From an optimization exercise on the open Yosys and OpenROAD flow, aimed at small area, a short achievable clock period and few clock cycles; shortcuts taken in it are not production practice. Where RTL was checked, it was by simulation tests only, not by an equivalence proof against the original. Power and IR drop assume default switching activity.

==> flow/design.v (excerpt) <==
module tinymoa_dcim (
    input clk,
    input nrst,
    output reg        mmio_ready,
    input             mmio_write,
    input      [31:0] mmio_wdata,
    input             mmio_read,
    output     [31:0] mmio_rdata,
    input      [5:0]  mmio_addr,
    input      [31:0] mem_rdata,
    output     [31:0] mem_wdata,
    output reg        mem_write,
    output reg        mem_read,
    output reg [9:0]  mem_addr
);
Size: about 3100 cells after synthesis, roughly 1400 flip-flops, roughly 150 I/O pins, ~41000 µm² of cells after synthesis.
clock: 7.5 ns
lec_check: 0
cap_margin: 20
core_margin: 2
core_utilization: 70
cts_cluster_diameter: 100
cts_cluster_size: 25
setup_slack_margin: 4.75
slew_margin: 20
run.sh (not shown) runs the stock make flow with config.mk's settings and CLKGATE_MAP_FILE= SYNTH_SCRIPT=/design/flow/synth_recipe.tcl, a recipe that flattens the netlist after the stock synthesis.
The starting point finished with timing, DRC and antenna clean.
Testbench counts at the start, summed over its fixed seeds: cycles 17,601.
Next try:
==> flow/flow/run.sh (new file) <==
#!/bin/bash
# Layout flow: the standard layout (standard.sh, unchanged scripts and
# settings), except that the port buffers that global placement inserts are
# sky130_fd_sc_hd__buf_2 cells instead of the cell buffer_ports picks by
# default (a delay cell here). Every port still gets its buffer.
set -euo pipefail
echo 'export BUFFER_PORTS_ARGS = -buffer_cell sky130_fd_sc_hd__buf_2' >> config.mk
bash standard.sh > standard.log 2>&1
==> flow/standard.sh (new file) <==
#!/bin/bash
# synth_recipe.tcl (not shown) runs the flow's synth.tcl, then flattens the netlist and writes it again
# the make line also repeats each setting of config.mk as NAME=value (left out here)
make -C /OpenROAD-flow-scripts/flow DESIGN_CONFIG=/design/flow/config.mk WORK_HOME=/design/flow/orfs CLKGATE_MAP_FILE= SYNTH_SCRIPT=/design/flow/synth_recipe.tcl "${@:-finish}"
BUFFER_PORTS_ARGS = -buffer_cell sky130_fd_sc_hd__buf_2   (was not set)
CTS_CLUSTER_DIAMETER = 200   (was 100)
removed: flow/run.sh
=> The new run finished clean. Flip-flop and latch count is unchanged. Clock skew came out higher by 4.9 ps. Area after synthesis does not change.


Another version of the RTL of tinymoa_dcim (not shown whole).
For scale: ~3100 cells after synthesis, ~1400 flip-flops, roughly 150 I/O pins, ~0.041 mm2 of cells after synthesis.
==> flow/config.mk <==
export PLATFORM = sky130hd
export DESIGN_NAME = tinymoa_dcim
export DESIGN_NICKNAME = tinymoa_dcim
export VERILOG_FILES = /design/flow/design.v
export SDC_FILE = /design/flow/constraint.sdc
export NUM_CORES = 4
export LEC_CHECK = 0
export CAP_MARGIN = 20
export CORE_MARGIN = 2
export CORE_UTILIZATION = 70
export CTS_CLUSTER_DIAMETER = 200
export CTS_CLUSTER_SIZE = 25
export SETUP_SLACK_MARGIN = 4.75
export SLEW_MARGIN = 20
export BUFFER_PORTS_ARGS = -buffer_cell sky130_fd_sc_hd__buf_2
==> flow/constraint.sdc <==
create_clock -name core_clock -period 7.5 [get_ports {clk}]
set_input_delay 1.5000 -clock core_clock [delete_from_list [all_inputs] [get_ports {clk}]]
set_output_delay 1.5000 -clock core_clock [all_outputs]
set_load 0.01 [all_outputs]
standard.sh (not shown) runs the stock make flow with config.mk's settings and CLKGATE_MAP_FILE= SYNTH_SCRIPT=/design/flow/synth_recipe.tcl, a recipe that flattens the netlist after the stock synthesis.
==> flow/flow/run.sh <==
#!/bin/bash
# Layout flow: the standard layout (standard.sh, unchanged scripts and
# settings), except that the port buffers that global placement inserts are
# sky130_fd_sc_hd__buf_2 cells instead of the cell buffer_ports picks by
# default (a delay cell here). Every port still gets its buffer.
set -euo pipefail
echo 'export BUFFER_PORTS_ARGS = -buffer_cell sky130_fd_sc_hd__buf_2' >> config.mk
bash standard.sh > standard.log 2>&1
The first run produced a clean layout.
Testbench counts at the start, summed over its fixed seeds: cycles 17,601.
Then changed:
- SETUP_SLACK_MARGIN: 4.75 -> 4.85
The new run finished clean.
Sequential share of layout area fell by 0.33 points.
Final cell count is about the same.
Core utilization rose by 0.41 points.
Non-clock buffer count rose by 6.
Then changed:
- CORE_UTILIZATION: 70 -> 75
=> The changed run passed the timing, design-rule and antenna checks; critical path depth went down by 2; clock-buffer cell count went down by 5; cell count went down by 1.7%; final area hardly moves; fmax went down by 6.7%; via count went up by 11%; total power went up by 5.5%; synthesized cell count stays the same.


tinymoa_dcim, a different RTL version from the one above (not shown whole).
Size: about 3000 cells after synthesis, ~1400 flip-flops, roughly 41000 um2 of cells after synthesis.
clock: 7.5 ns
lec_check: 0
cap_margin: 20
core_margin: 2
core_utilization: 70
cts_buf_list: sky130_fd_sc_hd__clkbuf_8
cts_cluster_size: 30
setup_slack_margin: 4.5
slew_margin: 20
run.sh (not shown) runs the stock make flow with config.mk's settings and CLKGATE_MAP_FILE= SYNTH_SCRIPT=/design/flow/synth_recipe.tcl, a recipe that flattens the netlist after the stock synthesis.
Stock flow here: none of the scripts above is used.
The first run passed the timing, design-rule and antenna checks.
Testbench counts at the start, summed over its fixed seeds: cycles 17,921.
Edit:
- CORE_UTILIZATION: 70 -> 60
- CTS_BUF_LIST: sky130_fd_sc_hd__clkbuf_8 -> default
- CTS_CLUSTER_SIZE: 30 -> default
Outcome:
- clock skew came out higher by 0.0060 ns
- die area goes up by 16%
- setup slack improved by 0.24 ns
- register-to-register slack improves by 0.42 ns
Edit:
- ABC_CLOCK_PERIOD_IN_PS: default -> 3000
- CORE_UTILIZATION: 60 -> 40
After rerunning: Count of clock-buffer cells in the layout came out higher by 5; hold slack gets better by 0.033 ns; core utilization drops by 22 points; sequential power stays flat; synthesized area is unchanged; global-route usage came out lower by 9.7 points; final area grows by 2.0%; clock power went up by 13%; register-to-register slack improved by 0.06 ns; synthesized cell count is unchanged; setup slack gets better by 0.022 ns.
Edit:
- ABC_CLOCK_PERIOD_IN_PS: 3000 -> default
- CORE_UTILIZATION: 40 -> 70
- CTS_CLUSTER_DIAMETER: default -> 200
- CTS_CLUSTER_SIZE: default -> 28
The new run passed the timing, design-rule and antenna checks. Final cell count is lower by 16%. Count of clock-buffer cells in the layout drops by 107. Via count rose by 3.0%. Global-route usage rose by 15 points. Critical path depth climbs by 1. Combinational power came out higher by about 6%.


R:
tinymoa_dcim, a different RTL version from the one above (not shown whole).
Size in the first run: roughly 1400 flip-flops, roughly 150 I/O pins.
clock: 7.5 ns
lec_check: 0
cap_margin: 20
core_margin: 2
core_utilization: 80
cts_cluster_diameter: 200
cts_cluster_size: 25
setup_slack_margin: 4.75
slew_margin: 20
R: it failed during clock tree synthesis (4_1_cts), and the tool reported DPL-0033.
Here is what was changed in the inputs of S compared with R.
Settings: CTS_CLUSTER_SIZE: 25 -> 28; CORE_UTILIZATION: 80 -> 70.
[summary]
S finished end to end and its layout was clean on timing, DRC and antenna.
Comparing R against S, there is no change at all in total clock sinks.
Comparing R against S, there is no change at all in cell count after synthesis.
Number of rows created at floorplan (higher): S
Vertical die dimension (S vs. R) increases by a few percent
Depth of the CTS H-tree came out exactly the same in S and R.
Row initial core utilization: S lower / R higher
No functional check of the RTL was part of any run of this note.


RTL: one of the versions met above, not the one the previous note started from.
Size in the first run: ~3100 cells after synthesis, roughly 1400 flip-flops, ~150 I/O pins, roughly 41000 um^2 of cells after synthesis.
Design tinymoa_dcim, start of the top module:
module tinymoa_dcim (
    input clk,
    input nrst,
    output reg        mmio_ready,
    input             mmio_write,
    input      [31:0] mmio_wdata,
    input             mmio_read,
    output     [31:0] mmio_rdata,
    input      [5:0]  mmio_addr,
    input      [31:0] mem_rdata,
    output     [31:0] mem_wdata,
    output reg        mem_write,
    output reg        mem_read,
    output reg [9:0]  mem_addr
);
    reg        cfg_reload;
    reg [2:0]  cfg_prec;
    reg [9:0]  cfg_wbase;
    reg [9:0]  cfg_abase;
    reg [9:0]  cfg_rbase;
    reg [5:0]  cfg_n;
    reg        busy;
    reg        done;
    reg [9:0]  rdata_q;           
    assign mmio_rdata = {22'd0, rdata_q};
    wire [3:0] reg_idx = mmio_addr[5:2];
    wire       start   = mmio_write && (reg_idx == 4'd0) && mmio_wdata[0] && !busy;
    always @(posedge clk or negedge nrst) begin
        if (!nrst) begin
            cfg_reload <= 1'b1;
            cfg_prec   <= 3'd1;
            cfg_wbase  <= 10'h180;
  ...
clock: 7.5 ns
lec_check: 0
cap_margin: 20
core_margin: 2
core_utilization: 70
cts_cluster_diameter: 150
cts_cluster_size: 30
setup_slack_margin: 4.85
slew_margin: 20
buffer_ports_args: -buffer_cell sky130_fd_sc_hd__buf_2
standard.sh (not shown) runs the stock make flow with config.mk's settings and CLKGATE_MAP_FILE= SYNTH_SCRIPT=/design/flow/synth_recipe.tcl, a recipe that flattens the netlist after the stock synthesis.
Scripts as last shown in full above: flow/flow/run.sh
Testbench counts at the start, summed over its fixed seeds: cycles 17,601.
Edit:
--- a/flow/config.mk
+++ b/flow/config.mk
@@ -6,10 +6,10 @@
 export NUM_CORES = 4
 export LEC_CHECK = 0
-export CAP_MARGIN = 20
+export CAP_MARGIN = 5
 export CORE_MARGIN = 2
 export CORE_UTILIZATION = 70
-export CTS_CLUSTER_DIAMETER = 150
-export CTS_CLUSTER_SIZE = 30
+export CTS_CLUSTER_DIAMETER = 200
+export CTS_CLUSTER_SIZE = 25
 export SETUP_SLACK_MARGIN = 4.85
-export SLEW_MARGIN = 20
+export SLEW_MARGIN = 5
 export BUFFER_PORTS_ARGS = -buffer_cell sky130_fd_sc_hd__buf_2
Outcome: Final area came out higher slightly. Power is higher by a few percent. Routed wire length increases slightly. Register-to-register slack loses 30 ps. Cell count increases slightly. Setup slack improved by 19 ps. Sequential share of layout area goes down by 0.55 points. Via count went up slightly. Sequential power barely changes. Clock-buffer cell count went up by 19. Die area is unchanged.

-- port drivers added, routing unchanged --
The flow's constraints put no driver on any port. The routed layouts listed below were extracted and timed again, unchanged, in two steps.
Step 1 assumes that a clkbuf_16 drives the clock port and a buf_2 every other input.
Step 2 adds t to the input delays and takes it off the output delays; t is the mean of the earliest and latest rising clock arrival at the registers after step 1. Input paths then give back, and output paths get back, about the clock's delay inside the block.
a / b / c = ideal / step 1 / step 2; a / b = the first two.
run	shift t [ns]	setup WS [ns]	cell pins on the clock port's net
the first run of note 1	0.728	4.570 / 4.506 / 4.001	1
the second run of note 1	0.736	4.715 / 4.649 / 4.078	1
the first run of note 2	0.700	4.767 / 4.755 / 4.104	1
the second run of note 2	0.686	4.772 / 4.734 / 4.236	1
the third run of note 2	0.724	4.577 / 4.617 / 3.893	1
the first run of note 3	0.887	4.220 / 4.220 / 3.664	1
the second run of note 3	0.736	4.456 / 4.484 / 3.755	1
the third run of note 3	0.803	4.478 / 4.525 / 3.722	1
the fourth run of note 3	0.729	4.476 / 4.490 / 3.775	1
S	0.720	4.609 / 4.543 / 4.066	1
the first run of note 5	0.712	4.756 / 4.687 / 4.208	1
the second run of note 5	0.686	4.775 / 4.733 / 4.209	1
After both steps every run listed still meets setup and hold. The setup slack of the third run of note 3, which loses most, moves by +0.047 ns with the drivers and by -0.756 ns with both steps.
